Context: an optimization exercise on an open-source flow, tuned for small area. The choices shown serve that exercise and are no tape-out recipe. RTL that was checked went through simulation tests only; none was proved equivalent to the original. Only the layout flow was run in run 1; the RTL was not checked for function there. The clock cells of runs 4 to 6 come from the design's own scripts or RTL, not from TritonCTS. No driver is modelled on the clock port, so clock power and skew are understated where the tree is cut down; a real chip needs a root buffer or a tree. Power and IR drop assume default switching activity.

==> design.v <==
module steering(
                    PCLK,
                    PENABLE,
                    PSEL,
                    PRESETN,
                    PWRITE,
                    PREADY,
                    PSLVERR,
                    PADDR,
                    PWDATA,
                    PRDATA,
                    SERVOMOTOR1,
                    SERVOMOTOR2,
                    SERVOMOTORPWM,
                    SAMPLEINT);
input PCLK, PENABLE, PSEL, PRESETN, PWRITE;
input wire [31:0] PWDATA;
input [7:0] PADDR;
output [31:0] PRDATA;
output PREADY, PSLVERR;
output reg SERVOMOTOR1, SERVOMOTOR2;
output SERVOMOTORPWM;
output SAMPLEINT;
assign PREADY = 1'b1;
assign PSLVERR = 1'b0;
assign PRDATA = 32'd0;
wire we = PENABLE & PWRITE & PSEL;
reg active;
reg [9:0] des_pos, act_pos;
always @(posedge PCLK)
begin
    if (!PRESETN)
    begin
        active <= 1'b0;
        des_pos <= 10'd512;
        act_pos <= 10'd0;
    end
    else if (we)
    begin
        if (PWDATA[20])
            act_pos <= PWDATA[9:0];
        else if (active)
            des_pos <= PWDATA[9:0];
        if (PWDATA[23])
            active <= 1'b0;
        else if (PWDATA[22])
            active <= 1'b1;
    end
end
localparam [16:0] S_0      = 17'hce3b;
localparam [16:0] S_50001  = 17'h05ab;
localparam [16:0] S_99990  = 17'hec59;
localparam [16:0] S_100000 = 17'h1671d;
reg [16:0] dc;
reg tick;
reg sint;
reg comp;
wire wrap = (dc == S_100000);
always @(posedge PCLK)
begin
    if (!PRESETN)
    begin
        dc <= S_0;
        tick <= 1'b1;
        sint <= 1'b0;
    end
    else
    begin
        dc <= {dc[15:0], dc[16] ^ dc[13] ^ wrap};
        tick <= wrap;
        if (tick)
            sint <= 1'b1;
        else if (dc == S_50001)
            sint <= 1'b0;
    end
end
assign SAMPLEINT = sint;
always @(posedge PCLK)
    comp <= (dc == S_99990) | (comp & ~tick);
reg [11:0] r;
reg [5:0] c;
reg Y, pwm;
reg [65:0] R;
wire [10:0] dcy;
wire [9:0] nact = ~act_pos;
assign dcy[0] = 1'b1;
assign dcy[10:1] = (des_pos & nact) | (dcy[9:0] & (des_pos ^ nact));
wire [10:0] d = {~dcy[10], des_pos ^ nact ^ dcy[9:0]};
wire e0 = R[55] & comp;
wire e1 = R[44] & comp;
wire e2 = R[33] & comp;
wire e3 = R[22] & comp;
wire e4 = R[11] & comp;
wire h1s = e1 ^ e2, h1c = e1 & e2;
wire h2s = e3 ^ e4, h2c = e3 & e4;
wire [2:0] pc = {h1c & h2c, (h1c ^ h2c) | (h1s & h2s), h1s ^ h2s};
reg [7:0] u;
always @(*)
begin
    case ({tick, e0, pc})
        5'b00000: u = 8'd0;
        5'b00001: u = -8'd11;
        5'b00010: u = -8'd22;
        5'b00011: u = -8'd33;
        5'b00100: u = -8'd44;
        5'b01000: u = 8'd46;
        5'b01001: u = 8'd35;
        5'b01010: u = 8'd24;
        5'b01011: u = 8'd13;
        5'b01100: u = 8'd2;
        5'b10000: u = 8'd0;
        5'b10001: u = 8'd11;
        5'b10010: u = 8'd22;
        5'b10011: u = 8'd33;
        5'b10100: u = 8'd44;
        5'b11000: u = -8'd46;
        5'b11001: u = -8'd35;
        5'b11010: u = -8'd24;
        5'b11011: u = -8'd13;
        5'b11100: u = -8'd2;
        default: u = 8'd0;
    endcase
end
reg [6:0] A;
wire [7:0] Ax = {A[6], A};
wire [8:0] scy;
assign scy[0] = 1'b0;
assign scy[8:1] = (Ax & u) | (scy[7:0] & (Ax ^ u));
wire [7:0] S = Ax ^ u ^ scy[7:0];
always @(posedge PCLK)
    A <= {S[7] & comp, S[6:1]};    
reg clr;
always @(posedge PCLK)
    clr <= ~PRESETN | (clr & ~(r == 12'd56));
always @(posedge PCLK)
begin
    R <= {R[0], R[65:1]};
    if (comp)
        R[10] <= S[0];
    if (clr)
        R[10] <= 1'b0;
    if (tick)
        R[10:0] <= d;
end
wire neg = S[7];
wire [11:0] hi = {S[7:0], R[10:7]};
wire [5:0] x = R[6:1];
wire inr = ((&hi) & (|x)) | ~(|hi);    
wire [5:0] xi = x ^ {6{neg}};
wire [6:0] ncy;
assign ncy[0] = neg;
assign ncy[6:1] = xi & ncy[5:0];
wire [5:0] magv = inr ? (xi ^ ncy[5:0]) : 6'd63;
reg [5:0] mag;
always @(posedge PCLK)
begin
    if (!PRESETN)
    begin
        mag <= 6'd0;
        SERVOMOTOR1 <= 1'b0;
        SERVOMOTOR2 <= 1'b0;
    end
    else if (tick)
    begin
        mag <= active ? magv : 6'd0;
        SERVOMOTOR1 <= active & neg;
        SERVOMOTOR2 <= active & ~neg;
    end
end
wire pend = c[5] & c[4] & c[2] & r[6] & r[4];             
wire rend = (&r[11:8]) & r[6] & (&r[3:0]);               
wire [12:0] rcy;
assign rcy[0] = 1'b1;
assign rcy[12:1] = r & rcy[11:0];
wire [11:0] rinc = r ^ rcy[11:0];
wire [6:0] ccy;
assign ccy[0] = 1'b1;
assign ccy[6:1] = c & ccy[5:0];
wire [5:0] cinc = c ^ ccy[5:0];
wire [6:0] cley;
wire [5:0] nc = ~c;
assign cley[0] = 1'b1;
assign cley[6:1] = (mag & nc) | (cley[5:0] & (mag ^ nc));
always @(posedge PCLK)
begin
    if (!PRESETN)
    begin
        r <= 12'd1;
        c <= 6'd1;
        Y <= 1'b1;
        pwm <= 1'b0;
    end
    else
    begin
        if (pend)
        begin
            r <= 12'd0;
            c <= 6'd0;
        end
        else
        begin
            r <= rend ? 12'd0 : rinc;
            if (r == 12'd0)
                c <= cinc;
        end
        Y <= cley[6];
        pwm <= Y;
    end
end
assign SERVOMOTORPWM = pwm;
endmodule
==> run.sh <==
#!/bin/bash
# synth_recipe.tcl (not shown) runs the flow's synth.tcl, then flattens the netlist and writes it again
# the make line also repeats each setting of config.mk as NAME=value (left out here)
make -C /OpenROAD-flow-scripts/flow DESIGN_CONFIG=/design/flow/config.mk WORK_HOME=/design/flow/orfs CLKGATE_MAP_FILE= SYNTH_SCRIPT=/design/flow/synth_recipe.tcl finish
==> config.mk <==
export PLATFORM = sky130hd
export DESIGN_NAME = steering
export DESIGN_NICKNAME = steering
export VERILOG_FILES = /design/flow/design.v
export SDC_FILE = /design/flow/constraint.sdc
export NUM_CORES = 4
export LEC_CHECK = 0
export ABC_AREA = 1
export CAP_MARGIN = 20
export CORE_MARGIN = 2
export CORE_UTILIZATION = 70
export CTS_BUF_LIST = sky130_fd_sc_hd__clkbuf_8
export SLEW_MARGIN = 20
==> constraint.sdc <==
create_clock -name core_clock -period 10.0 [get_ports {PCLK}]
set_input_delay 2.0000 -clock core_clock [delete_from_list [all_inputs] [get_ports {PCLK}]]
set_output_delay 2.0000 -clock core_clock [all_outputs]
set_load 0.01 [all_outputs]
==> flow_summary.json, run 1 <==
{
  "core_mm2": 0.00781,
  "drtIter0Drc": 137,
  "n_antenna_cell": 0,
  "hold_viol_final": 0,
  "ys.flop_type": "dfxtp_1",
  "power_density_mw_per_mm2": 195,
  "pin_count": 83,
  "setup-tns-final_ns": 0,
  "vias": 3927,
  "drive_gt1_frac": 0.0691,
  "cts_max_level": 4,
  "cts_resized": 0,
  "die_h_um": 94.2,
  "firstDrtPassIters": 7,
  "tightest_slew_ns": 0.908,
  "postCtsHoldBufs": 0,
  "rsz0062_at_grt": "false",
  "grt_overflow": 0,
  "min_period_over_period": 0.645,
  "top_usage_layer": "met2",
  "use_met1": 0.295,
  "fmaxAchievable_ghz": 0.155,
  "grt_max_degree": 41,
  "die-width_um": 94.2,
  "start_kind": "register",
  "via_per_inst": 5.11,
  "cpMaxStageDelayCell": "dfxtp_1",
  "use_met2": 0.420,
  "drt_wl_total_um": 10000,
  "cp_common_cell": "ha_1",
  "yosysWarnings": 1,
  "status": "finished clean",
  "layout-area-overhead-vs-synth_pct": 10.1,
  "remaining_drc_errors": 0,
  "netlist_area_mm2": 0.00570,
  "slew_headroom": 0.391,
  "crit_path_end_kind": "register",
  "cp_data_arrival_time_ns": 6.76,
  "p_leak_nw": 2.89,
  "yosys_register_bits": 143,
  "initial_core_util": 0.730,
  "cp_top_family": "adder cells",
  "slowest_delay_ns": 0.54,
  "numCtsBuffers": 17,
  "final_cell_mix": "dfxtp_1, nand2_1, inv_1",
  "critPathKind": "register to register",
  "cts.path.max_buffers": 2,
  "rows": 32,
  "io_buffers": 21,
  "layout.nets": 750,
  "dpl.hpwl_um": 6600,
  "fillCellCount": 524,
  "syn_avg_cell_area_um2": 9.09,
  "path_clk_slew_ns": 0.08,
  "stdcell_count": 768,
  "root_buffer": "clkbuf_8",
  "synth_async_sr_flop_share": 0,
  "hp-class": "register to register",
  "cap_viol_max_count": 0,
  "grt_pass1_vias": 3858,
  "cts_sinks": 143,
  "cts_setup_buffers": 0,
  "cts_tree": "yes",
  "cp_max_fo": 10,
  "wl_per_cell_um": 13.1,
  "critPathBufInv": 4,
  "min_period_ns": 6.45,
  "placed_cells": 736,
  "setup_viol": 0,
  "drtAntennaViolNets": 0,
  "grt_pass1_wl_um": 17000,
  "routabilityCongestion": 0.865,
  "required_ns": 10.31,
  "yosysSeqAreaShare": 0.502,
  "die_area_mm2": 0.00888,
  "holdWs_ns": 0.327,
  "pre_cts_slack_ns": 3.62,
  "layout_setup_ws_ns": 3.55,
  "clock_skew_ns": 0.0132,
  "final_max_slew_viol_count": 0,
  "grt.total_usage": 0.249,
  "layout_commonest_cell": "dfxtp_1",
  "met3_usage": 0.0714,
  "synth_edf_count": 0,
  "synth.distinct_cells": 39,
  "insertion_delay_ns": 0.44,
  "peakVddDrop_uv": 155,
  "antenna_found_initial": 0,
  "syn_inst": 627
}
==> worst reg2reg max path: cells and delay by family, from the launching register on <==
family                   cells  cell delay, ns
AO/OA/AOI/OAI                4            0.54
XOR/XNOR                     1            0.16
adder cells (fa/ha/maj)     14            4.09
buffers and inverters        4            0.27
flip-flops                   1            0.54
AND/OR/NAND/NOR              5            0.70
==> synth_stat cells, types with 3 or more instances <==
master | n | area (um2)
buf_2 | 3 | 15.0
a211oi_1 | 4 | 30.0
buf_4 | 35 | 263
a31oi_1 | 4 | 25.0
nand3_1 | 15 | 75.1
nor3_1 | 9 | 45.0
fa_1 | 15 | 300
nand2_1 | 96 | 360
nand4_1 | 5 | 31.3
nor2_1 | 59 | 221
ha_1 | 37 | 463
dfxtp_1 | 143 | 2860
clkbuf_1 | 6 | 22.5
a21oi_1 | 27 | 135
xnor2_1 | 7 | 61.3
inv_1 | 89 | 334
o21ai_0 | 41 | 205
==> area by class of cell <==
type | instances | area [um2] | share of cell area
sequential | 143 | 2860 | 0.457
multi-input combinational | 375 | 2260 | 0.361
inverter | 94 | 358 | 0.0571
clock buffer | 17 | 234 | 0.0373
timing repair buffer | 22 | 218 | 0.0347
clock inverter | 15 | 210 | 0.0335
tap | 102 | 128 | 0.0204
==> per-layer routing <==
metal / vias to the layer above / share of wire
met3: 24 / 0.065
met4: 0 / 0.022
li1: 1949 / -
met5: - / 0
met2: 150 / 0.49
met1: 1804 / 0.42
==> metrics by stage <==
stage / cell area [um2] / power [W] / util
floorplan: 5820 / 0.000707 / -
global placement: 5830 / 0.000720 / 0.746
detailed placement: 5830 / 0.000726 / 0.746
CTS: 6270 / 0.00123 / 0.803
global route: 6270 / 0.00127 / 0.803
finish: 6270 / 0.00122 / 0.803
==> cell families after synthesis <==
| group | after synthesis | synth area share |
|---|---|---|
| AOI/OAI and AO/OA | 86 | 0.0832 |
| xor gates and xnor gates | 9 | 0.0138 |
| adders and majority gates | 52 | 0.134 |
| buffers and inverters | 141 | 0.122 |
| DFF | 143 | 0.502 |
| other | 2 | 0.00132 |
| and+or+nand+nor | 194 | 0.143 |
==> worst paths after layout <==
check	from	endpoint	slack [ns]	cells after the start
max reg2reg	comp$_DFF_P_	mag[5]$_SDFFE_PN0P_	3.55	28
max	comp$_DFF_P_	mag[5]$_SDFFE_PN0P_	3.55	28
min reg2reg	R[43]$_DFF_P_	R[42]$_DFF_P_	0.33	0
min	R[43]$_DFF_P_	R[42]$_DFF_P_	0.33	0
==> state kept, by name, summed over array words and instances, names as in the netlist, 6 cells and up <==
signal	cells
R	66
dc	17
r	12
act_pos	10
des_pos	10
A	7
c	6
mag	6
==> power breakdown <==
part	internal (W)	switching (W)	total, W	leakage (nW)
clock	0.000276	0.000232	0.000508	0.217
combinational	0.0000373	0.0000525	0.0000899	1.50
sequential	0.000606	0.0000191	0.000625	1.17
==> inputs of run 2 (changes only) <==
--- a/design.v
+++ b/design.v
@@ -131,7 +131,7 @@
     A <= {S[7] & comp, S[6:1]};    
 reg clr;
 always @(posedge PCLK)
-    clr <= ~PRESETN | (clr & ~(r == 12'd56));
+    clr <= ~PRESETN | (clr & ~(r == 12'hf3b));    
 always @(posedge PCLK)
 begin
     R <= {R[0], R[65:1]};
@@ -144,49 +144,41 @@
 end
 wire neg = S[7];
 wire [11:0] hi = {S[7:0], R[10:7]};
+wire hz = ~(|hi);                      
+wire ho = &hi;                         
 wire [5:0] x = R[6:1];
-wire inr = ((&hi) & (|x)) | ~(|hi);    
-wire [5:0] xi = x ^ {6{neg}};
-wire [6:0] ncy;
-assign ncy[0] = neg;
-assign ncy[6:1] = xi & ncy[5:0];
-wire [5:0] magv = inr ? (xi ^ ncy[5:0]) : 6'd63;
-reg [5:0] mag;
-always @(posedge PCLK)
-begin
-    if (!PRESETN)
-    begin
-        mag <= 6'd0;
-        SERVOMOTOR1 <= 1'b0;
-        SERVOMOTOR2 <= 1'b0;
-    end
-    else if (tick)
-    begin
-        mag <= active ? magv : 6'd0;
-        SERVOMOTOR1 <= active & neg;
-        SERVOMOTOR2 <= active & ~neg;
-    end
-end
-wire pend = c[5] & c[4] & c[2] & r[6] & r[4];             
-wire rend = (&r[11:8]) & r[6] & (&r[3:0]);               
-wire [12:0] rcy;
-assign rcy[0] = 1'b1;
-assign rcy[12:1] = r & rcy[11:0];
-wire [11:0] rinc = r ^ rcy[11:0];
+wire acte = active & PRESETN;
+reg [5:0] m;
+reg mc;
+always @(posedge PCLK)
+begin
+    if (tick | ~PRESETN)
+    begin
+        m <= {6{~acte}} | ({6{hz}} & ~x) | ({6{ho}} & x);
+        mc <= ~acte | hz;
+        SERVOMOTOR1 <= acte & neg;
+        SERVOMOTOR2 <= acte & ~neg;
+    end
+end
+localparam [11:0] R_0    = 12'h807;
+localparam [11:0] R_79   = 12'h5cd;
+localparam [11:0] R_3919 = 12'h403;
+wire rend = (r == R_3919);
+wire pend = c[5] & c[4] & c[1] & c[0] & (r == R_79);    
+wire cz = c[5] & c[4] & c[3];                           
 wire [6:0] ccy;
 assign ccy[0] = 1'b1;
 assign ccy[6:1] = c & ccy[5:0];
 wire [5:0] cinc = c ^ ccy[5:0];
 wire [6:0] cley;
-wire [5:0] nc = ~c;
-assign cley[0] = 1'b1;
-assign cley[6:1] = (mag & nc) | (cley[5:0] & (mag ^ nc));
+assign cley[0] = mc;
+assign cley[6:1] = (m & c) | (cley[5:0] & (m ^ c));
 always @(posedge PCLK)
 begin
     if (!PRESETN)
     begin
-        r <= 12'd1;
-        c <= 6'd1;
+        r <= R_0;
+        c <= 6'd0;
         Y <= 1'b1;
         pwm <= 1'b0;
     end
@@ -194,16 +186,16 @@
     begin
         if (pend)
         begin
-            r <= 12'd0;
-            c <= 6'd0;
+            r <= R_3919;
+            c <= 6'd63;
         end
         else
         begin
-            r <= rend ? 12'd0 : rinc;
-            if (r == 12'd0)
+            r <= {r[10:0], r[11] ^ r[4] ^ r[1] ^ r[0] ^ rend};
+            if (rend)
                 c <= cinc;
         end
-        Y <= cley[6];
+        Y <= cz | ~cley[6];
         pwm <= Y;
     end
 end
==> run 2 against run 1 <==
Global-route usage down 1.6 points. Non-clock buffer count unchanged. Sequential share of layout area up 3.7 points. Synthesized area down 3.4%. Final area down 4.0%. Via count down 6.9%. Utilization down 2.0 points. Combinational power down 29%.
==> flow_summary.json, run 2 <==
{
  "routabilityCongestion": 0.827,
  "cts.path.max_buffers": 2,
  "layout-area-overhead-vs-synth_pct": 9.43,
  "slew_headroom": 0.460,
  "grt.total_usage": 0.234,
  "top_regs": "R x66, dc x17, r x12",
  "core_mm2": 0.00769,
  "final_cell_mix": "dfxtp_1, nand2_1, inv_1",
  "power_frac_comb": 0.058,
  "min_period_ns": 6.21,
  "root_buffer": "clkbuf_8",
  "syn_inst": 577,
  "die_area_mm2": 0.00859,
  "yosys_register_bits": 144,
  "crit_path_end_kind": "register",
  "p_leak_nw": 2.67,
  "cts_max_level": 4,
  "drt_wl_total_um": 9150,
  "insertion_delay_ns": 0.44,
  "layout_commonest_cell": "dfxtp_1",
  "drtIter0Drc": 224,
  "r2r-start": "comp$_DFF_P_",
  "cts_tree": "yes",
  "largest_reg_flops": 66,
  "synth_area_leaders": "dfxtp_1, fa_1, nand2_1, inv_1, ha_1",
  "hold_viol_final": 0,
  "setup-tns-final_ns": 0,
  "drive_gt1_frac": 0.0794,
  "clock_skew_ns": 0.0108,
  "largest_register": "R",
  "grt_pass1_vias": 3490,
  "cap_viol_max_count": 0,
  "syn_avg_cell_area_um2": 9.54,
  "numCtsBuffers": 17,
  "grt_max_degree": 48,
  "netlist_area_mm2": 0.00550,
  "die-width_um": 92.7,
  "grt_overflow": 0,
  "cp_max_fo": 8,
  "vias": 3656,
  "die_h_um": 92.7,
  "remaining_drc_errors": 0,
  "placed_cells": 687,
  "peakVddDrop_uv": 136,
  "p_sw_frac": 0.261,
  "rows": 32,
  "initial_core_util": 0.716,
  "fmaxAchievable_ghz": 0.161,
  "pwr-share-seq": 0.570,
  "yosysTopAreaCell": "dfxtp_1",
  "drtAntennaViolNets": 0,
  "antenna_found_initial": 0,
  "grt_pass1_wl_um": 15500,
  "path_clk_slew_ns": 0.08,
  "r2r_cells": 20,
  "synth_async_sr_flop_share": 0,
  "wl_per_cell_um": 12.7,
  "final_core_util": 0.784,
  "reg2reg_to": "m[5]$_DFFE_PP_",
  "yosysWarnings": 1,
  "start_kind": "register",
  "cts_setup_buffers": 0,
  "hold_depth": 0,
  "p_int_w": 0.000817,
  "status": "finished clean",
  "required_ns": 10.25,
  "postCtsHoldBufs": 0,
  "min-delay-start": "R[41]$_DFF_P_",
  "synth.distinct_cells": 42,
  "dpl.hpwl_um": 6310,
  "pwr-share-clk": 0.372,
  "critPathKind": "register to register",
  "firstDrtPassIters": 5,
  "rrSetupSlack_ns": 3.79,
  "cp_data_arrival_time_ns": 6.46,
  "via_per_inst": 5.08,
  "yosysTopAreaCellShare": 0.491,
  "yosysSeqAreaShare": 0.540,
  "power_switching_w": 0.000288,
  "min_period_over_period": 0.621,
  "hp-class": "register to register",
  "tightest_slew_ns": 0.809,
  "io_buffers": 21,
  "hold_end": "R[40]$_DFF_P_",
  "setup_viol": 0,
  "ys.flop_type": "dfxtp_1",
  "stdcell_count": 719,
  "cts_resized": 0,
  "synth_common_cells": "dfxtp_1, nand2_1, inv_1, nor2_1, o21ai_0",
  "power_density_mw_per_mm2": 183,
  "pin_count": 83,
  "synth_most_common_cell": "dfxtp_1",
  "cts_sinks": 144,
  "rsz0062_at_grt": "false",
  "n_antenna_cell": 0,
  "synth_edf_count": 9,
  "layout.nets": 687,
  "final_max_slew_viol_count": 0
}
## run 2: cell types whose count changed after synthesis, moves of 10 or more
cell and change:
ha_1 -15, inv_1 -15, nor2_1 -13, nand2_1 -12
a21oi_1 -10, nand4_1 +10
## run 2: cell families (layout without fill, tap and decap cells)
group | after synthesis | in the layout | synth area share
simple gates | 175 | 175 | 0.147
other cells | 2 | 34 | 0.00136
compound gates | 83 | 83 | 0.0841
buf+inv | 134 | 142 | 0.117
xor+xnor | 1 | 1 | 0.00159
fa+ha+maj | 38 | 38 | 0.108
flops | 144 | 144 | 0.540
## run 2: cell type report
cell class              instances  area [um2]
flip-flops and latches        144        2970
multi-input cells             331        2010
fillers                       526        1660
inverters                      88         344
clock buffers                  17         234
repair buffers                 22         218
well taps                     102         128
clock inverters                15         121
## run 2: worst max path at each step
stage / cells after the start / start / slack (ns) / to
final: 20 / comp$_DFF_P_ / 3.79 / m[5]$_DFFE_PP_
after global routing: 20 / comp$_DFF_P_ / 3.47 / m[5]$_DFFE_PP_
after CTS: 20 / comp$_DFF_P_ / 3.77 / m[5]$_DFFE_PP_
after detailed placement: 20 / comp$_DFF_P_ / 3.93 / m[5]$_DFFE_PP_
after global placement: 20 / comp$_DFF_P_ / 4.12 / m[5]$_DFFE_PP_
after floorplan: 21 / comp$_DFF_P_ / 4.75 / m[0]$_DFFE_PP_
## run 2: per-stage QoR
step,setup slack [ns],hold WS [ns],instance area [um2],power (W)
after floorplan,4.75,0.310,5620,0.000693
after global placement,4.12,0.311,5670,0.000703
after detailed placement,3.93,0.312,5670,0.000707
after CTS,3.77,0.326,6020,0.00111
after global routing,3.47,0.332,6020,0.00115
final,3.79,0.327,6020,0.00111
## run 2: routing by layer
metal	track usage	up-vias	wire length (um)
met5	0	-	0
met4	0.0858	0	161
met3	0.0659	12	494
met2	0.373	114	4310
met1	0.306	1691	4180
li1	-	1839	-
## run 2: power by group through the flow
| stage | sequential, W | combinational [W] | clock, W |
|---|---|---|---|
| 2_1_floorplan | 0.000639 | 0.0000539 | 0 |
| 3_3_place_gp | 0.000642 | 0.0000611 | 0 |
| 3_5_place_dp | 0.000644 | 0.0000630 | 0 |
| 4_1_cts | 0.000631 | 0.0000635 | 0.000418 |
| 5_1_grt | 0.000635 | 0.0000737 | 0.000444 |
| 6_report | 0.000630 | 0.0000636 | 0.000411 |
## run 2: critical path, cell delays in order, from the launching register on
cell	delay (ns)
dfxtp_1	0.55
nand2_1	0.10
inv_1	0.07
ha_1	0.23
ha_1	0.20
nor2_1	0.42
ha_1	0.34
o21ai_0	0.23
o21ai_0	0.13
o22ai_1	0.17
fa_1	0.21
inv_1	0.05
fa_1	0.42
fa_1	0.44
fa_1	0.43
fa_1	0.48
fa_1	0.58
inv_1	0.07
nor4_1	0.27
nand4_1	0.32
o211ai_1	0.31
==> inputs of run 3 (changes only) <==
==> flow/run.sh (new file) <==
#!/bin/bash
# Standard ORFS layout (the standard.sh) with three knobs changed:
# no dummy loads in the clock tree, buf_1 as the port buffer, and one tie cell per
# constant value instead of one per constant port. Each tool's output goes to the
# ORFS logs under orfs/logs; make's own output goes to flow_make.log.
set -euo pipefail
bash standard.sh \
  "CTS_ARGS=-sink_clustering_enable -repair_clock_nets -dont_use_dummy_load -buf_list sky130_fd_sc_hd__clkbuf_8" \
  "BUFFER_PORTS_ARGS=-buffer_cell sky130_fd_sc_hd__buf_1" \
  "SKIP_REPAIR_TIE_FANOUT=1" \
  finish > flow_make.log 2>&1
==> standard.sh (new file) <==
#!/bin/bash
# synth_recipe.tcl (not shown) runs the flow's synth.tcl, then flattens the netlist and writes it again
# the make line also repeats each setting of config.mk as NAME=value (left out here)
make -C /OpenROAD-flow-scripts/flow DESIGN_CONFIG=/design/flow/config.mk WORK_HOME=/design/flow/orfs CLKGATE_MAP_FILE= SYNTH_SCRIPT=/design/flow/synth_recipe.tcl "${@:-finish}"
removed: run.sh
==> run 3 against run 2 <==
Sequential share of layout area grew 3.3 points. Via count shrank 3.9%. Clock skew grew 0.014 ns. Utilization shrank 4.9 points. Clock power shrank 21%. Synthesized cell count is the same. Combinational power shrank 7.9%. Critical path depth is the same. Count of clock-buffer cells in the layout is the same.
==> flow_summary.json, run 3 <==
{
  "pre_cts_slack_ns": 3.94,
  "drt_wl_total_um": 8950,
  "grt.total_usage": 0.227,
  "firstDrtPassIters": 5,
  "dpl.hpwl_um": 6290,
  "rsz0062_at_grt": "false",
  "stdcell_count": 672,
  "hold_viol_final": 0,
  "min_period_over_period": 0.611,
  "numCtsBuffers": 17,
  "min_period_ns": 6.11,
  "fmaxAchievable_ghz": 0.164,
  "reg2reg_to": "m[5]$_DFFE_PP_",
  "clock_skew_ns": 0.0253,
  "largest_reg_flops": 66,
  "grt_max_degree": 48,
  "postCtsHoldBufs": 0,
  "cts_sinks": 144,
  "via_per_inst": 5.23,
  "synth_async_sr_flop_share": 0,
  "initial_core_util": 0.716,
  "syn_avg_cell_area_um2": 9.54,
  "yosysSeqAreaShare": 0.540,
  "slew_headroom": 0.440,
  "rrSetupSlack_ns": 3.89,
  "routabilityCongestion": 0.841,
  "syn_inst": 577,
  "power_density_mw_per_mm2": 179,
  "synth_most_common_cell": "dfxtp_1",
  "required_ns": 10.23,
  "status": "finished clean",
  "vias": 3514,
  "drive_gt1_frac": 0.0614,
  "layout.nets": 655,
  "cts_tree": "yes",
  "cp_max_fo": 8,
  "hp-class": "register to register",
  "synth_edf_count": 9,
  "cts_resized": 0,
  "yosysTopAreaCellShare": 0.491,
  "layout_setup_ws_ns": 3.89,
  "setup-tns-final_ns": 0,
  "root_buffer": "clkbuf_8",
  "min-delay-start": "R[31]$_DFF_P_",
  "critPathKind": "register to register",
  "rows": 32,
  "peakVddDrop_uv": 126,
  "grt_overflow": 0,
  "remaining_drc_errors": 0,
  "n_antenna_cell": 0,
  "p_leak_nw": 2.45,
  "r2r_cells": 20,
  "final_cell_mix": "dfxtp_1, nand2_1, inv_1",
  "grt_pass1_vias": 3395,
  "yosysWarnings": 1,
  "die-width_um": 92.7,
  "top_regs": "R x66, dc x17, r x12",
  "netlist_area_mm2": 0.00550,
  "hold_depth": 0,
  "drtAntennaViolNets": 0,
  "pin_count": 83,
  "crit_path_end_kind": "register",
  "cpMaxStageDelayCell": "fa_1",
  "cts_setup_buffers": 0,
  "cp_common_cell": "fa_1",
  "synth.distinct_cells": 42,
  "r2r-start": "comp$_DFF_P_",
  "grt_pass1_wl_um": 15200,
  "synth_area_leaders": "dfxtp_1, fa_1, nand2_1, inv_1, ha_1",
  "drtIter0Drc": 121,
  "layout_commonest_cell": "dfxtp_1",
  "crit_chain": "nand2_1, inv_1, ha_1, ha_1, nor2_1, ha_1, o21ai_0, o21ai_0, o22ai_1, fa_1, inv_1, fa_1, fa_1, fa_1, fa_1, fa_1, inv_1, nor4_1, nand4_1, o211ai_1",
  "cap_viol_max_count": 0,
  "setup_viol": 0,
  "cts_max_level": 4,
  "ys.flop_type": "dfxtp_1",
  "core_mm2": 0.00769,
  "final_max_slew_viol_count": 0,
  "largest_register": "R",
  "cp_data_arrival_time_ns": 6.34,
  "cts.path.max_buffers": 2,
  "hold_end": "R[30]$_DFF_P_",
  "yosysTopAreaCell": "dfxtp_1",
  "io_buffers": 21,
  "path_clk_slew_ns": 0.08,
  "antenna_found_initial": 0,
  "slowest_delay_ns": 0.57,
  "insertion_delay_ns": 0.42,
  "start_kind": "register",
  "synth_common_cells": "dfxtp_1, nand2_1, inv_1, nor2_1, o21ai_0",
  "yosys_register_bits": 144,
  "placed_cells": 655,
  "layout-area-overhead-vs-synth_pct": 2.66,
  "die_area_mm2": 0.00859,
  "tightest_slew_ns": 0.839,
  "die_h_um": 92.7,
  "wl_per_cell_um": 13.3
}
-- run 3: cell count changes in the layout (fill, tap and decap cells not counted), sizes merged --
cell           previous run  this run
clkinv                    9         5
buf                       1        22
clkdlybuf4s50            21         0
clkinvlp                  1         0
inv                      93        83
conb                     34         2
-- run 3: layer usage --
layer / GRT usage / vias up / part of all wire
li1: - / 1792 / -
met1: 0.285 / 1649 / 0.46
met2: 0.381 / 67 / 0.49
met3: 0.0635 / 6 / 0.041
met4: 0.0772 / 0 / 0.0077
met5: 0 / - / 0
-- run 3: cell type report --
type                            count  area (um2)
Sequential cell                   144        2970
Fill cell                         583        2040
Multi-Input combinational cell    299        1890
Inverter                           88         344
Clock buffer                       17         234
Tap cell                          102         128
Timing Repair Buffer               22        86.3
-- run 3: cells by family (layout without fill, tap and decap cells) --
kind of cell | after synthesis | in the layout | synth area share
adders and majority gates | 38 | 38 | 0.108
DFF | 144 | 144 | 0.540
AOI/OAI and AO/OA | 83 | 83 | 0.0841
buffers and inverters | 134 | 127 | 0.117
xor gates and xnor gates | 1 | 1 | 0.00159
other | 2 | 2 | 0.00136
and+or+nand+nor | 175 | 175 | 0.147
-- run 3: critical path, delay by kind of cell (launching register included) --
kind / cells / cell delay [ns]
adders and majority gates: 9 / 3.29
and+or+nand+nor: 4 / 1.04
AOI/OAI and AO/OA: 4 / 0.88
DFF: 1 / 0.54
buffers and inverters: 3 / 0.18
-- run 3: worst max-delay path by stage --
stage	start	to	slack, ns
after detailed placement	comp$_DFF_P_	m[5]$_DFFE_PP_	3.94
after global placement	comp$_DFF_P_	m[5]$_DFFE_PP_	4.09
after global routing	comp$_DFF_P_	m[5]$_DFFE_PP_	3.44
after floorplan	comp$_DFF_P_	m[0]$_DFFE_PP_	4.75
final	comp$_DFF_P_	m[5]$_DFFE_PP_	3.89
after CTS	comp$_DFF_P_	m[5]$_DFFE_PP_	3.89
-- run 3: where the power goes --
| group | leakage (nW) | switching [W] | internal, W |
|---|---|---|---|
| Clock | 0.122 | 0.000174 | 0.000150 |
| Combinational | 1.14 | 0.0000386 | 0.0000200 |
| Sequential | 1.18 | 0.0000167 | 0.000614 |
-- run 3: per-stage QoR --
step	total power (W)	utilization	instance area, um2	hold WS [ns]
final	0.00101	0.735	5650	0.305
after floorplan	0.000693	-	5500	0.310
after detailed placement	0.000702	0.705	5420	0.312
after global placement	0.000698	0.705	5420	0.312
after CTS	0.00102	0.735	5650	0.305
after global routing	0.00106	0.735	5650	0.307
==> inputs of run 4 (changes only) <==
==> flow/run.sh (replaced) <==
#!/bin/bash
# Standard ORFS layout (the standard.sh) with these changes:
#  - buf_1 as the port buffer, and one tie cell per constant value instead of one per port;
#  - the clock tree is built by flow/mycts.tcl (one root buffer, six leaf buffers over
#    balanced k-means clusters of the flip-flops) instead of TritonCTS's H-tree.
# Each step's output goes to a log of its own: ORFS's logs under orfs/logs, make's output
# to flow_make_*.log and the clock tree step to cts_stage.log.
set -euo pipefail
here=$(pwd)
knobs=("BUFFER_PORTS_ARGS=-buffer_cell sky130_fd_sc_hd__buf_1" "SKIP_REPAIR_TIE_FANOUT=1")
bash standard.sh "${knobs[@]}" place > flow_make_place.log 2>&1
res=$here/orfs/results/$FLOW_PLATFORM/steering/base
logs=$here/orfs/logs/$FLOW_PLATFORM/steering/base
RES_DIR=$res MYCTS_DIR=$here/flow MYCTS_NLEAF=6 MYCTS_LEAF=sky130_fd_sc_hd__buf_12 \
  MYCTS_ROOT=sky130_fd_sc_hd__clkbuf_8 \
  openroad -no_init -exit $here/flow/cts_stage.tcl > cts_stage.log 2>&1
cp cts_stage.log $logs/4_1_cts.log
cp $res/4_1_cts.odb $res/4_cts.odb
touch $res/4_cts.sdc
bash standard.sh "${knobs[@]}" finish > flow_make_finish.log 2>&1
==> flow/cts_stage.tcl (new file) <==
# Replaces ORFS's clock tree step: reads the placed design, builds the clock tree with
# mycts.tcl, legalizes the new buffers and writes what ORFS's CTS step writes.
set R $::env(RES_DIR)
read_liberty $::env(FLOW_HOME)/platforms/sky130hd/lib/sky130_fd_sc_hd__tt_025C_1v80.lib
read_db $R/3_place.odb
read_sdc $R/3_place.sdc
source $::env(FLOW_HOME)/platforms/sky130hd/setRC.tcl
source $::env(MYCTS_DIR)/mycts.tcl
set_propagated_clock [all_clocks]
detailed_placement
check_placement -verbose
estimate_parasitics -placement
report_clock_skew
report_worst_slack -min
report_worst_slack -max
set worst 0
foreach pin [get_pins -hierarchical */CLK] { set s [get_property $pin slew_max]; if {$s > $worst} {set worst $s} }
puts "worst flip-flop clock pin slew (placement estimate): $worst"
write_db $R/4_1_cts.odb
write_sdc -no_timestamp $R/4_cts.sdc
==> flow/mycts.tcl (new file) <==
# Clock tree built by hand: one root clock buffer next to the clock port's sinks' centre,
# driving NLEAF leaf clock buffers, each at the centre of a k-means cluster of flip-flops.
proc env_or { name default } { if { [info exists ::env($name)] && $::env($name) ne "" } { return $::env($name) } { return $default } }
set nleaf [env_or MYCTS_NLEAF 5]
set leafcell [env_or MYCTS_LEAF sky130_fd_sc_hd__clkbuf_8]
set rootcell [env_or MYCTS_ROOT sky130_fd_sc_hd__clkbuf_8]
set block [ord::get_db_block]
set db [ord::get_db]
set clk [$block findNet PCLK]
set sinks {}
foreach it [$clk getITerms] {
  set inst [$it getInst]
  set bb [$inst getBBox]
  set x [expr {([$bb xMin] + [$bb xMax]) / 2.0}]
  set y [expr {([$bb yMin] + [$bb yMax]) / 2.0}]
  lappend sinks [list $it $x $y]
}
set n [llength $sinks]
puts "mycts: $n sinks, $nleaf leaves"
set sorted [lsort -real -index 1 $sinks]
set cx {}; set cy {}
for {set k 0} {$k < $nleaf} {incr k} {
  set s [lindex $sorted [expr {int(($k + 0.5) * $n / $nleaf)}]]
  lappend cx [lindex $s 1]; lappend cy [lindex $s 2]
}
set cap [expr {int(ceil(double($n) / $nleaf))}]
for {set iter 0} {$iter < 30} {incr iter} {
  # capacity-limited assignment: closest (sink, centre) pairs first, at most cap sinks a centre
  set pairs {}
  set i 0
  foreach s $sinks {
    for {set k 0} {$k < $nleaf} {incr k} {
      lappend pairs [list [expr {abs([lindex $s 1] - [lindex $cx $k]) + abs([lindex $s 2] - [lindex $cy $k])}] $i $k]
    }
    incr i
  }
  set pairs [lsort -real -index 0 $pairs]
  for {set k 0} {$k < $nleaf} {incr k} { set sx($k) 0.0; set sy($k) 0.0; set cnt($k) 0 }
  array unset asg
  set left $n
  foreach p $pairs {
    set i [lindex $p 1]; set k [lindex $p 2]
    if {[info exists asg($i)] || $cnt($k) >= $cap} continue
    set asg($i) $k
    incr cnt($k)
    set s [lindex $sinks $i]
    set sx($k) [expr {$sx($k) + [lindex $s 1]}]
    set sy($k) [expr {$sy($k) + [lindex $s 2]}]
    incr left -1
    if {$left == 0} break
  }
  set cx {}; set cy {}
  for {set k 0} {$k < $nleaf} {incr k} {
    lappend cx [expr {$sx($k) / $cnt($k)}]; lappend cy [expr {$sy($k) / $cnt($k)}]
  }
}
set assign {}
for {set i 0} {$i < $n} {incr i} { lappend assign $asg($i) }
for {set k 0} {$k < $nleaf} {incr k} { puts "mycts: leaf $k: $cnt($k) sinks" }
set leafm [$db findMaster $leafcell]
set rootm [$db findMaster $rootcell]
# root buffer at the mean of the leaf centres
set rx 0.0; set ry 0.0
for {set k 0} {$k < $nleaf} {incr k} { set rx [expr {$rx + [lindex $cx $k]}]; set ry [expr {$ry + [lindex $cy $k]}] }
set rx [expr {int($rx / $nleaf)}]; set ry [expr {int($ry / $nleaf)}]
set root [odb::dbInst_create $block $rootm clkbuf_root]
$root setLocation $rx $ry
$root setPlacementStatus PLACED
set rootnet [odb::dbNet_create $block clknet_root]
$rootnet setSigType CLOCK
[$root findITerm A] connect $clk
[$root findITerm X] connect $rootnet
for {set k 0} {$k < $nleaf} {incr k} {
  set b [odb::dbInst_create $block $leafm clkbuf_leaf_$k]
  $b setLocation [expr {int([lindex $cx $k])}] [expr {int([lindex $cy $k])}]
  $b setPlacementStatus PLACED
  set ln [odb::dbNet_create $block clknet_leaf_$k]
  $ln setSigType CLOCK
  [$b findITerm A] connect $rootnet
  [$b findITerm X] connect $ln
  set leafnet($k) $ln
}
set i 0
foreach s $sinks {
  set it [lindex $s 0]
  set k [lindex $assign $i]
  $it disconnect
  $it connect $leafnet($k)
  incr i
}
$clk setSigType CLOCK
==> run 4 against run 3 <==
Largest power group unchanged. Fmax shrank 0.76%. Critical endpoint unchanged. Largest cell class unchanged. Power down 5.3%. Die area did not move. Still clean.
==> flow_summary.json, run 4 <==
{
  "crit_path_end_kind": "register",
  "synth_edf_count": 9,
  "critPathKind": "register to register",
  "wl_per_cell_um": 13.3,
  "start_kind": "register",
  "status": "finished clean",
  "fmaxAchievable_ghz": 0.162,
  "fillCellCount": 602,
  "layout_commonest_cell": "dfxtp_1",
  "yosysTopAreaCell": "dfxtp_1",
  "drtIter0Drc": 131,
  "min_period_ns": 6.16,
  "grt_pass1_vias": 3330,
  "cp_max_fo": 8,
  "netlist_area_mm2": 0.00550,
  "use_met2": 0.364,
  "grt_pass1_wl_um": 15100,
  "cp_top_family": "adder cells",
  "yosysTopAreaCellShare": 0.491,
  "crit_cells": 20,
  "yosysSeqAreaShare": 0.540,
  "min-delay-start": "R[37]$_DFF_P_",
  "setup-tns-final_ns": 0,
  "layout_setup_ws_ns": 3.84,
  "min_period_over_period": 0.616,
  "hp-class": "register to register",
  "use_met1": 0.295,
  "critPathBufInv": 3,
  "top_usage_layer": "met2",
  "pre_cts_slack_ns": 3.94,
  "final_max_slew_viol_count": 0,
  "dpl.hpwl_um": 6290,
  "pin_count": 83,
  "reg2reg_to": "m[5]$_DFFE_PP_",
  "layout-area-overhead-vs-synth_pct": 0.841,
  "largest_reg_flops": 66,
  "via_per_inst": 5.22,
  "power_density_mw_per_mm2": 173,
  "io_buffers": 21,
  "synth_area_leaders": "dfxtp_1, fa_1, nand2_1, inv_1, ha_1",
  "stdcell_count": 662,
  "insertion_delay_ns": 0.38,
  "tightest_slew_ns": 0.841,
  "clock_skew_ns": 0.0174,
  "setup_viol": 0,
  "p_leak_nw": 2.39,
  "hold_depth": 0,
  "rows": 32,
  "required_ns": 10.20,
  "met3_usage": 0.0228,
  "synth_most_common_cell": "dfxtp_1",
  "yosys_register_bits": 144,
  "synth_common_cells": "dfxtp_1, nand2_1, inv_1, nor2_1, o21ai_0",
  "firstDrtPassIters": 4,
  "initial_core_util": 0.716,
  "drt_wl_total_um": 8790,
  "final_cell_mix": "dfxtp_1, nand2_1, inv_1",
  "core_mm2": 0.00769,
  "slew_headroom": 0.438,
  "cap_viol_max_count": 0,
  "antenna_found_initial": 0,
  "die_h_um": 92.7,
  "die_area_mm2": 0.00859,
  "vias": 3455,
  "layout.nets": 645,
  "hold_viol_final": 0,
  "grt.total_usage": 0.210,
  "grt_overflow": 0,
  "largest_register": "R",
  "yosysWarnings": 1,
  "n_antenna_cell": 0,
  "drtAntennaViolNets": 0,
  "remaining_drc_errors": 0,
  "slowest_delay_ns": 0.57,
  "peakVddDrop_uv": 149,
  "syn_inst": 577,
  "drive_gt1_frac": 0.0446,
  "grt_max_degree": 48,
  "rsz0062_at_grt": "false",
  "ys.flop_type": "dfxtp_1",
  "hold_end": "R[36]$_DFF_P_",
  "die-width_um": 92.7,
  "path_clk_slew_ns": 0.10,
  "cp_data_arrival_time_ns": 6.36,
  "top_regs": "R x66, dc x17, r x12",
  "placed_cells": 655,
  "rrSetupSlack_ns": 3.84,
  "synth.distinct_cells": 42,
  "cp_common_cell": "fa_1",
  "cpMaxStageDelayCell": "fa_1",
  "routabilityCongestion": 0.841,
  "crit_chain": "nand2_1, inv_1, ha_1, ha_1, nor2_1, ha_1, o21ai_0, o21ai_0, o22ai_1, fa_1, inv_1, fa_1, fa_1, fa_1, fa_1, fa_1, inv_1, nor4_1, nand4_1, o211ai_1",
  "synth_async_sr_flop_share": 0,
  "r2r-start": "comp$_DFF_P_",
  "r2r_cells": 20,
  "syn_avg_cell_area_um2": 9.54
}
==> run 4: cells by family (layout without fill, tap and decap cells) <==
kind of cell,after synthesis,after routing,synth area share
other,2,2,0.00136
DFF,144,144,0.540
xor gates and xnor gates,1,1,0.00159
AOI/OAI and AO/OA,83,83,0.0841
and+or+nand+nor,175,175,0.147
buffers and inverters,134,117,0.117
adders and majority gates,38,38,0.108
==> run 4: worst max-delay path by stage <==
stage,from,endpoint,slack (ns)
after floorplan,comp$_DFF_P_,m[0]$_DFFE_PP_,4.75
after global placement,comp$_DFF_P_,m[5]$_DFFE_PP_,4.09
after detailed placement,comp$_DFF_P_,m[5]$_DFFE_PP_,3.94
after global routing,comp$_DFF_P_,m[5]$_DFFE_PP_,3.44
final,comp$_DFF_P_,m[5]$_DFFE_PP_,3.84
==> run 4: layout make-up <==
type | count | area (um2) | share of cell area
Timing Repair Buffer | 22 | 86.3 | 0.0156
Tap cell | 102 | 128 | 0.0230
Multi-Input combinational cell | 299 | 1890 | 0.340
Sequential cell | 144 | 2970 | 0.536
Inverter | 88 | 344 | 0.0620
Buffer | 7 | 134 | 0.0241
==> run 4: stage by stage <==
stage / total power (W) / hold slack (ns) / utilization / area [um2]
6_report: 0.000959 / 0.316 / 0.722 / 5550
2_1_floorplan: 0.000693 / 0.310 / - / 5500
3_3_place_gp: 0.000698 / 0.312 / 0.705 / 5420
3_5_place_dp: 0.000702 / 0.312 / 0.705 / 5420
5_1_grt: 0.00100 / 0.325 / 0.722 / 5550
==> run 4: power by group <==
group | internal (W) | switching [W]
Sequential | 0.000614 | 0.0000165
Combinational | 0.0000200 | 0.0000381
Clock | 0.000103 | 0.000168
Total | 0.000737 | 0.000222
==> run 4: layer usage <==
| layer | up-vias | routed length [um] |
|---|---|---|
| li1 | 1770 | - |
| met1 | 1604 | 4170 |
| met2 | 72 | 4140 |
| met3 | 9 | 378 |
| met4 | 0 | 101 |
| met5 | - | 0 |
==> inputs of run 5 (changes only) <==
--- a/design.v
+++ b/design.v
@@ -91,34 +91,33 @@
 wire e2 = R[33] & comp;
 wire e3 = R[22] & comp;
 wire e4 = R[11] & comp;
-wire h1s = e1 ^ e2, h1c = e1 & e2;
-wire h2s = e3 ^ e4, h2c = e3 & e4;
-wire [2:0] pc = {h1c & h2c, (h1c ^ h2c) | (h1s & h2s), h1s ^ h2s};
+wire o12 = e1 | e2, a12 = e1 & e2, o34 = e3 | e4, a34 = e3 & e4;
+wire [3:0] th = {a12 & a34, (a12 & o34) | (a34 & o12), a12 | a34 | (o12 & o34), o12 | o34};
 reg [7:0] u;
 always @(*)
 begin
-    case ({tick, e0, pc})
-        5'b00000: u = 8'd0;
-        5'b00001: u = -8'd11;
-        5'b00010: u = -8'd22;
-        5'b00011: u = -8'd33;
-        5'b00100: u = -8'd44;
-        5'b01000: u = 8'd46;
-        5'b01001: u = 8'd35;
-        5'b01010: u = 8'd24;
-        5'b01011: u = 8'd13;
-        5'b01100: u = 8'd2;
-        5'b10000: u = 8'd0;
-        5'b10001: u = 8'd11;
-        5'b10010: u = 8'd22;
-        5'b10011: u = 8'd33;
-        5'b10100: u = 8'd44;
-        5'b11000: u = -8'd46;
-        5'b11001: u = -8'd35;
-        5'b11010: u = -8'd24;
-        5'b11011: u = -8'd13;
-        5'b11100: u = -8'd2;
-        default: u = 8'd0;
+    case ({tick, e0, th})
+        6'b000000: u = 8'h00;
+        6'b000001: u = 8'hf5;
+        6'b000011: u = 8'hea;
+        6'b000111: u = 8'hdf;
+        6'b001111: u = 8'hd4;
+        6'b010000: u = 8'h2e;
+        6'b010001: u = 8'h23;
+        6'b010011: u = 8'h18;
+        6'b010111: u = 8'h0d;
+        6'b011111: u = 8'h02;
+        6'b100000: u = 8'h00;
+        6'b100001: u = 8'h0b;
+        6'b100011: u = 8'h16;
+        6'b100111: u = 8'h21;
+        6'b101111: u = 8'h2c;
+        6'b110000: u = 8'hd2;
+        6'b110001: u = 8'hdd;
+        6'b110011: u = 8'he8;
+        6'b110111: u = 8'hf3;
+        6'b111111: u = 8'hfe;
+        default: u = 8'h00;
     endcase
 end
 reg [6:0] A;
--- a/flow/cts_stage.tcl
+++ b/flow/cts_stage.tcl
@@ -5,6 +5,23 @@
 read_db $R/3_place.odb
 read_sdc $R/3_place.sdc
 source $::env(FLOW_HOME)/platforms/sky130hd/setRC.tcl
+# Synthesis sized some gates up for fanout; take every combinational gate back to its
+# smallest drive strength and let repair_design size up only what the slew and
+# capacitance limits need.
+set db [ord::get_db]
+set nsw 0
+foreach inst [[ord::get_db_block] getInsts] {
+  set mname [[$inst getMaster] getName]
+  if {![regexp {^sky130_fd_sc_hd__([a-z0-9]+)_([0-9]+)$} $mname -> base drive]} continue
+  if {$drive <= 1} continue
+  if {[regexp {^(df|edf|sdf|sedf|dl|buf|clkbuf|clkdly|dly|conb|tap|fill|decap)} $base]} continue
+  foreach d {1 0} {
+    set nm [$db findMaster sky130_fd_sc_hd__${base}_$d]
+    if {$nm ne "NULL"} { $inst swapMaster $nm; incr nsw; break }
+  }
+}
+puts "downsized $nsw gates"
+repair_design -slew_margin 20 -cap_margin 20
 source $::env(MYCTS_DIR)/mycts.tcl
 set_propagated_clock [all_clocks]
 detailed_placement
==> run 5 against run 4 <==
Still clean. Synthesized cell count increased by 1.4%. Via count up 0.96%. First-iteration DRC count is 44% higher. Power grew 5.7%. Register-to-register slack improved by 0.87 ns. Setup slack gained 0.87 ns. Clock power about the same. Critical path depth rose by 5. Combinational power is about 70% higher. Critical path type unchanged. Highest routed layer unchanged.
==> flow_summary.json, run 5 <==
{
  "regArea_mm2": 0.00297,
  "grt_max_degree": 48,
  "drive_gt1_frac": 0.0140,
  "antenna_found_initial": 0,
  "pwr-share-seq": 0.637,
  "synth_async_sr_flop_share": 0,
  "grt_pass1_wl_um": 14900,
  "grt.total_usage": 0.210,
  "p_leak_nw": 2.33,
  "top_usage_layer": "met2",
  "fillCellCount": 600,
  "synth.distinct_cells": 39,
  "drtIter0Drc": 189,
  "cp_data_arrival_time_ns": 5.50,
  "power_frac_comb": 0.097,
  "yosysWarnings": 1,
  "design_area_mm2": 0.00541,
  "synth-compound-area-share": 0.0782,
  "wl_per_cell_um": 12.8,
  "synthSimpleGateAreaFrac": 0.166,
  "p_sw_frac": 0.247,
  "largest_register": "R",
  "die-width_um": 91.9,
  "firstDrtPassIters": 5,
  "pwr-share-clk": 0.265,
  "initial_core_util": 0.711,
  "drt_wl_total_um": 8570,
  "core_mm2": 0.00761,
  "cp_top_family": "adder cells",
  "finalPower_w": 0.00101,
  "largest_reg_flops": 66,
  "io_buffers": 21,
  "use_met1": 0.301,
  "n_antenna_cell": 0,
  "slew_headroom": 0.418,
  "syn_avg_cell_area_um2": 9.25,
  "path_clk_slew_ns": 0.10,
  "netlist_area_mm2": 0.00541,
  "required_ns": 10.21,
  "yosysTopAreaCellShare": 0.500,
  "start_kind": "register",
  "synth_common_cells": "dfxtp_1, nand2_1, inv_1, nor2_1, o21ai_0",
  "layout-area-overhead-vs-synth_pct": 0.0231,
  "die_h_um": 91.9,
  "yosysTopAreaCell": "dfxtp_1",
  "use_met2": 0.362,
  "remaining_drc_errors": 0,
  "min_period_ns": 5.29,
  "vias": 3488,
  "clock_skew_ns": 0.0116,
  "power_switching_w": 0.000250,
  "multi_input_area_mm2": 0.00178,
  "critPathKind": "register to register",
  "min_period_over_period": 0.529,
  "yosys_register_bits": 144,
  "met3_usage": 0.0189,
  "place_area_mm2": 0.00533,
  "rows": 32,
  "final_cell_mix": "dfxtp_1, nand2_1, inv_1",
  "yosysSeqAreaShare": 0.549,
  "routabilityCongestion": 0.920,
  "critPathBufInv": 6,
  "pre_cts_slack_ns": 4.92,
  "p_int_w": 0.000764,
  "synth_fa_ha_area_frac": 0.0902,
  "layout_commonest_cell": "dfxtp_1",
  "ys.flop_type": "dfxtp_1",
  "setup-tns-final_ns": 0,
  "synth_area_leaders": "dfxtp_1, nand2_1, fa_1, inv_1, edfxtp_1",
  "power_density_mw_per_mm2": 187,
  "layout_setup_ws_ns": 4.71,
  "setup_viol": 0,
  "synth_edf_count": 9,
  "tightest_slew_ns": 0.867,
  "rsz0062_at_grt": "false",
  "cpMaxStageDelayCell": "fa_1",
  "grt_overflow": 0,
  "layout.nets": 647,
  "grt_pass1_vias": 3272,
  "peakVddDrop_uv": 157,
  "via_per_inst": 5.19,
  "synth-xor-area-share": 0.00324,
  "synth_most_common_cell": "dfxtp_1",
  "synth_top_family_by_area": "simple AND/OR/NAND/NOR gates",
  "insertion_delay_ns": 0.38,
  "status": "finished clean",
  "final_core_util": 0.711,
  "cap_viol_max_count": 0,
  "fmaxAchievable_ghz": 0.189,
  "hold_viol_final": 0,
  "cp_max_fo": 7,
  "hp-class": "register to register",
  "final_max_slew_viol_count": 0,
  "pin_count": 83,
  "dpl.hpwl_um": 6110,
  "syn_inst": 585,
  "slowest_delay_ns": 0.44,
  "drtAntennaViolNets": 0,
  "die_area_mm2": 0.00845,
  "synthMuxAreaShare": 0,
  "top_regs": "R x66, dc x17, r x12",
  "crit_path_end_kind": "register"
}
-- run 5: cell families after synthesis --
kind of cell,count (synthesis)
flops,144
fa+ha+maj,30
buf+inv,126
simple gates,203
compound gates,78
xor+xnor,2
other cells,2
-- run 5: cell type report --
| type | instances | area share |
|---|---|---|
| multi-input combinational | 315 | 0.329 |
| buffer | 7 | 0.0247 |
| tap | 102 | 0.0236 |
| inverter | 82 | 0.0569 |
| sequential | 144 | 0.549 |
| timing repair buffer | 22 | 0.0160 |
-- run 5: power groups by stage --
stage	registers, W	clock network, W	logic [W]
6_report	0.000647	0.000269	0.0000986
5_1_grt	0.000652	0.000295	0.000120
3_5_place_dp	0.000660	0	0.000102
3_3_place_gp	0.000658	0	0.0000967
2_1_floorplan	0.000654	0	0.0000881
-- run 5: final timing paths --
path	start	to	slack, ns	cells after the start
max	comp$_DFF_P_	m[2]$_DFFE_PP_	4.71	25
max reg2reg	comp$_DFF_P_	m[2]$_DFFE_PP_	4.71	25
min reg2reg	R[18]$_DFF_P_	R[17]$_DFF_P_	0.32	0
min	R[18]$_DFF_P_	R[17]$_DFF_P_	0.32	0
-- run 5: metal layers --
metal	part of all wire	vias to the layer above
met5	0	-
met4	0.013	0
met3	0.044	8
met2	0.47	87
met1	0.48	1609
li1	-	1784
-- run 5: through the flow --
step,cells,hold WS (ns)
floorplan,585,0.310
global placement,665,0.311
detailed placement,665,0.312
global route,672,0.333
finish,672,0.323
==> inputs of run 6 (changes only) <==
==> flow/run.sh (replaced) <==
#!/bin/bash
# Standard ORFS layout (the standard.sh) with these changes:
#  - after the floorplan, flow/rmp_stage.tcl re-maps the combinational logic for area
#    with OpenROAD's restructure (registers untouched) and merges the tie cells;
#  - buf_1 as the port buffer, and one tie cell per constant value instead of one per port;
#  - the clock tree is built by flow/mycts.tcl (one root buffer, six leaf buffers over
#    balanced k-means clusters of the flip-flops) instead of TritonCTS's H-tree, after
#    taking gates back to their smallest drive strength (repair_design then sizes up
#    what the slew and capacitance limits need).
# Each step's output goes to a log of its own: ORFS's logs under orfs/logs, make's output
# to flow_make_*.log, the restructure step to rmp_stage.log (ABC's to rmp_work/abc.log)
# and the clock tree step to cts_stage.log.
set -euo pipefail
here=$(pwd)
knobs=("BUFFER_PORTS_ARGS=-buffer_cell sky130_fd_sc_hd__buf_1" "SKIP_REPAIR_TIE_FANOUT=1")
res=$here/orfs/results/$FLOW_PLATFORM/steering/base
logs=$here/orfs/logs/$FLOW_PLATFORM/steering/base
bash standard.sh "${knobs[@]}" floorplan > flow_make_floorplan.log 2>&1
python3 $here/flow/filter_lib.py $FLOW_HOME/platforms/sky130hd/lib/sky130_fd_sc_hd__tt_025C_1v80.lib \
  $here/rmp_lib.lib > filter_lib.log 2>&1
RES_DIR=$res RMP_LIB=$here/rmp_lib.lib RMP_WORK=$here/rmp_work \
  openroad -no_init -exit $here/flow/rmp_stage.tcl > rmp_stage.log 2>&1
bash standard.sh "${knobs[@]}" place > flow_make_place.log 2>&1
RES_DIR=$res MYCTS_DIR=$here/flow MYCTS_NLEAF=6 MYCTS_LEAF=sky130_fd_sc_hd__buf_12 \
  MYCTS_ROOT=sky130_fd_sc_hd__clkbuf_8 \
  openroad -no_init -exit $here/flow/cts_stage.tcl > cts_stage.log 2>&1
cp cts_stage.log $logs/4_1_cts.log
cp $res/4_1_cts.odb $res/4_cts.odb
touch $res/4_cts.sdc
bash standard.sh "${knobs[@]}" finish > flow_make_finish.log 2>&1
==> flow/filter_lib.py (new file) <==
# Copies a Liberty file without the cells the platform marks don't-use (probe_p_8,
# probec_p_8 and the lpflow_ cells), for the area restructuring step's own ABC run.
import re, sys
src, dst = sys.argv[1], sys.argv[2]
text = open(src).read()
out = []
i = 0
pat = re.compile(r'\n\s*cell\s*\(\s*"?([A-Za-z0-9_]+)"?\s*\)\s*\{')
while True:
    m = pat.search(text, i)
    if not m:
        out.append(text[i:])
        break
    name = m.group(1)
    start = m.start()
    depth = 0
    j = m.end() - 1
    while True:
        c = text[j]
        if c == '{':
            depth += 1
        elif c == '}':
            depth -= 1
            if depth == 0:
                break
        j += 1
    drop = re.search(r'__(probe_p_8|probec_p_8|lpflow_)', name) is not None
    out.append(text[i:start])
    if not drop:
        out.append(text[start:j + 1])
    i = j + 1
open(dst, 'w').write(''.join(out))
==> flow/rmp_stage.tcl (new file) <==
# Area recovery on the floorplanned netlist: OpenROAD's restructure (ABC) re-maps the
# combinational logic for area; registers are left as synthesis made them. Then the
# tie cells it makes are merged into one, and the result replaces 2_floorplan.odb.
set R $::env(RES_DIR)
read_liberty $::env(FLOW_HOME)/platforms/sky130hd/lib/sky130_fd_sc_hd__tt_025C_1v80.lib
read_db $R/2_floorplan.odb
read_sdc $R/2_floorplan.sdc
source $::env(FLOW_HOME)/platforms/sky130hd/setRC.tcl
proc comb_area {} {
  set a 0.0
  foreach inst [[ord::get_db_block] getInsts] {
    set m [$inst getMaster]
    if {[string match "*tapvpwrvgnd*" [$m getName]]} continue
    set a [expr {$a + [$m getWidth] * [$m getHeight] / 1e6}]
  }
  return $a
}
puts "cell area before restructure: [comb_area]"
report_worst_slack -max
file mkdir $::env(RMP_WORK)
restructure -target area -liberty_file $::env(RMP_LIB) \
  -tielo_port sky130_fd_sc_hd__conb_1/LO -tiehi_port sky130_fd_sc_hd__conb_1/HI \
  -work_dir $::env(RMP_WORK) -abc_logfile $::env(RMP_WORK)/abc.log
puts "cell area after restructure: [comb_area]"
# merge the tie cells into one
set block [ord::get_db_block]
set keep ""
foreach inst [$block getInsts] {
  if {[[$inst getMaster] getName] ne "sky130_fd_sc_hd__conb_1"} continue
  if {$keep eq ""} { set keep $inst; continue }
  foreach pin {LO HI} {
    set it [$inst findITerm $pin]
    set n [$it getNet]
    if {$n eq "NULL"} continue
    set kit [$keep findITerm $pin]
    set kn [$kit getNet]
    if {$kn eq "NULL"} {
      $it disconnect
      $kit connect $n
      continue
    }
    foreach lt [$n getITerms] { if {$lt ne $it} { $lt disconnect; $lt connect $kn } }
    foreach bt [$n getBTerms] { $bt connect $kn }
    $it disconnect
    odb::dbNet_destroy $n
  }
  odb::dbInst_destroy $inst
}
set nt 0
foreach inst [$block getInsts] { if {[[$inst getMaster] getName] eq "sky130_fd_sc_hd__conb_1"} { incr nt } }
puts "tie cells: $nt"
puts "cell area after merging ties: [comb_area]"
report_worst_slack -max
report_worst_slack -min
write_db $R/2_floorplan.odb
--- a/config.mk
+++ b/config.mk
@@ -8,6 +8,5 @@
 export ABC_AREA = 1
 export CAP_MARGIN = 20
 export CORE_MARGIN = 2
-export CORE_UTILIZATION = 70
-export CTS_BUF_LIST = sky130_fd_sc_hd__clkbuf_8
+export CORE_UTILIZATION = 80
 export SLEW_MARGIN = 20
==> run 6 against run 5 <==
Utilization increased by 8.0 points. Combinational power decreased by 0.6%. Clock power decreased by 2%. Synthesized area unchanged. Die area decreased by 12%. Sequential power about the same. Hold slack improved by 0.010 ns. Power decreased by 0.71%. Register-to-register slack improved by 0.09 ns. Highest routed layer unchanged.
==> flow_summary.json, run 6 <==
{
  "status": "finished clean",
  "die_h_um": 86.2,
  "layout-area-overhead-vs-synth_pct": -5.48,
  "yosys_register_bits": 144,
  "yosysTopAreaCell": "dfxtp_1",
  "vias": 3603,
  "drive_gt1_frac": 0.0187,
  "path_clk_slew_ns": 0.09,
  "antenna_found_initial": 0,
  "peakVddDrop_uv": 123,
  "n_antenna_cell": 0,
  "min_period_over_period": 0.520,
  "fillCellCount": 434,
  "start_kind": "register",
  "grt.total_usage": 0.241,
  "yosysSeqAreaShare": 0.549,
  "synth_async_sr_flop_share": 0,
  "pin_count": 83,
  "die_area_mm2": 0.00744,
  "grt_pass1_vias": 3380,
  "wl_per_cell_um": 14.7,
  "largest_register": "R",
  "setup-tns-final_ns": 0,
  "synth_area_leaders": "dfxtp_1, nand2_1, fa_1, inv_1, edfxtp_1",
  "cap_viol_max_count": 0,
  "syn_avg_cell_area_um2": 9.25,
  "firstDrtPassIters": 5,
  "critPathKind": "register to register",
  "grt_max_degree": 34,
  "netlist_area_mm2": 0.00541,
  "syn_inst": 585,
  "grt_overflow": 0,
  "setup_viol": 0,
  "stdcell_count": 613,
  "core_mm2": 0.00646,
  "routabilityCongestion": 0.851,
  "grt_pass1_wl_um": 14900,
  "regArea_mm2": 0.00297,
  "layout_commonest_cell": "dfxtp_1",
  "final_max_slew_viol_count": 0,
  "initial_core_util": 0.838,
  "remaining_drc_errors": 0,
  "hold_viol_final": 0,
  "final_cell_mix": "dfxtp_1, nor2_1, clkinv_1",
  "drt_wl_total_um": 8980,
  "hp-class": "register to register",
  "die-width_um": 86.2,
  "via_per_inst": 5.88,
  "power_density_mw_per_mm2": 197,
  "cp_max_fo": 20,
  "dpl.hpwl_um": 6080,
  "finalPower_w": 0.00101,
  "p_leak_nw": 1.81,
  "synth.distinct_cells": 39,
  "synth_common_cells": "dfxtp_1, nand2_1, inv_1, nor2_1, o21ai_0",
  "min_period_ns": 5.20,
  "yosysTopAreaCellShare": 0.500,
  "insertion_delay_ns": 0.37,
  "io_buffers": 21,
  "clock_skew_ns": 0.00802,
  "rsz0062_at_grt": "false",
  "multi_input_area_mm2": 0.00158,
  "tightest_slew_ns": 0.861,
  "ys.flop_type": "dfxtp_1",
  "slew_headroom": 0.421,
  "synth_most_common_cell": "dfxtp_1",
  "crit_path_end_kind": "register",
  "largest_reg_flops": 66,
  "fmaxAchievable_ghz": 0.192,
  "rows": 29,
  "top_regs": "R x66, dc x17, r x12",
  "drtIter0Drc": 187,
  "yosysWarnings": 1,
  "layout.nets": 584,
  "drtAntennaViolNets": 0,
  "required_ns": 10.21,
  "rrSetupSlack_ns": 4.80,
  "cp_data_arrival_time_ns": 5.40,
  "placed_cells": 606,
  "synth_edf_count": 9
}
run 6: power breakdown:
part	switching, W	total, W	internal (W)
clock network	0.000160	0.000263	0.000103
registers	0.0000225	0.000646	0.000623
logic	0.0000653	0.0000980	0.0000327
total	0.000248	0.00101	0.000759
run 6: metal layers:
| metal | up-vias | GRT usage | share of wire |
|---|---|---|---|
| met4 | 0 | 0.0412 | 0.014 |
| li1 | 1826 | - | - |
| met1 | 1651 | 0.311 | 0.43 |
| met2 | 112 | 0.450 | 0.50 |
| met5 | - | 0 | 0 |
| met3 | 14 | 0.0200 | 0.056 |
run 6: worst max-delay path: stages, from the launching register on:
cell	delay, ns
dfxtp_1	0.75
clkinv_1	0.64
o21ai_0	0.29
o22ai_1	0.15
nand2_1	0.10
o21ai_0	0.13
nor2_1	0.16
o21ai_0	0.14
nor2_1	0.16
o21ai_0	0.14
nor2_1	0.17
o21ai_0	0.15
nor2_1	0.18
nor2_1	0.05
a21oi_1	0.19
nor2_1	0.08
o21ai_0	0.46
clkinv_1	0.24
nor4_1	0.32
nand3_1	0.26
o221ai_1	0.26
run 6: metrics by stage:
stage / cell area [um2] / utilization / hold slack (ns) / worst slack [ns]
after detailed placement: 4980 / 0.771 / 0.312 / 4.92
final: 5110 / 0.792 / 0.334 / 4.80
after global placement: 4980 / 0.771 / 0.312 / 5.13
after floorplan: 5410 / - / 0.310 / 5.50
after global routing: 5110 / 0.792 / 0.339 / 4.17
run 6: cell type report:
class,instances,area share
buffer,7,0.0262
inverter,62,0.0455
multi-input combinational,299,0.308
sequential,144,0.581
tap,77,0.0188
timing repair buffer,24,0.0198
run 6: cell families (layout without fill, tap and decap cells):
kind of cell / after synthesis / after routing / synth area share
AO/OA/AOI/OAI: 78 / 141 / 0.0782
buffers and inverters: 126 / 93 / 0.112
XOR/XNOR: 2 / 0 / 0.00324
AND/OR/NAND/NOR: 203 / 157 / 0.166
other: 2 / 1 / 0.00139
adder cells (fa/ha/maj): 30 / 0 / 0.0902
flip-flops: 144 / 144 / 0.549
run 6: final timing paths:
kind,to,depth (start not counted),start
max,m[1]$_DFFE_PP_,20,tick$_SDFF_PN1_
min,R[55]$_DFF_P_,0,R[56]$_DFF_P_
max reg2reg,m[1]$_DFFE_PP_,20,tick$_SDFF_PN1_
min reg2reg,R[55]$_DFF_P_,0,R[56]$_DFF_P_

## re-timing with driven ports
Ports are ideal in the flow. The routed layouts listed here were re-timed in OpenROAD.
Step 1 assumes that a clkbuf_16 drives the clock port and a buf_2 every other input.
Step 2, shift: input delay + t, output delay - t, t = (earliest + latest rising clock arrival at the registers) / 2. This alone moves slack from input paths to output paths.
Slacks: ideal / step 1 / step 2; pairs: ideal / step 1.
run | shift t [ns] | slack for setup (ns) | latest minus earliest clock arrival (ns) | slew at the worst register clock pin (ns) | pins driven straight from the clock port
run 1 | 0.468 | 3.550 / 3.550 / 3.550 | 0.014 / 0.014 | 0.09 / 0.09 | 1
run 2 | 0.468 | 3.794 / 3.794 / 3.794 | 0.011 / 0.012 | 0.09 / 0.09 | 1
run 3 | 0.437 | 3.889 / 3.889 / 3.889 | 0.034 / 0.034 | 0.08 / 0.08 | 1
run 4 | 0.403 | 3.842 / 3.842 / 3.842 | 0.017 / 0.018 | 0.10 / 0.10 | 1
run 5 | 0.400 | 4.711 / 4.711 / 4.711 | 0.016 / 0.016 | 0.10 / 0.10 | 1
run 6 | 0.395 | 4.803 / 4.803 / 4.803 | 0.009 / 0.009 | 0.09 / 0.09 | 1
After both steps every run listed still meets setup and hold.
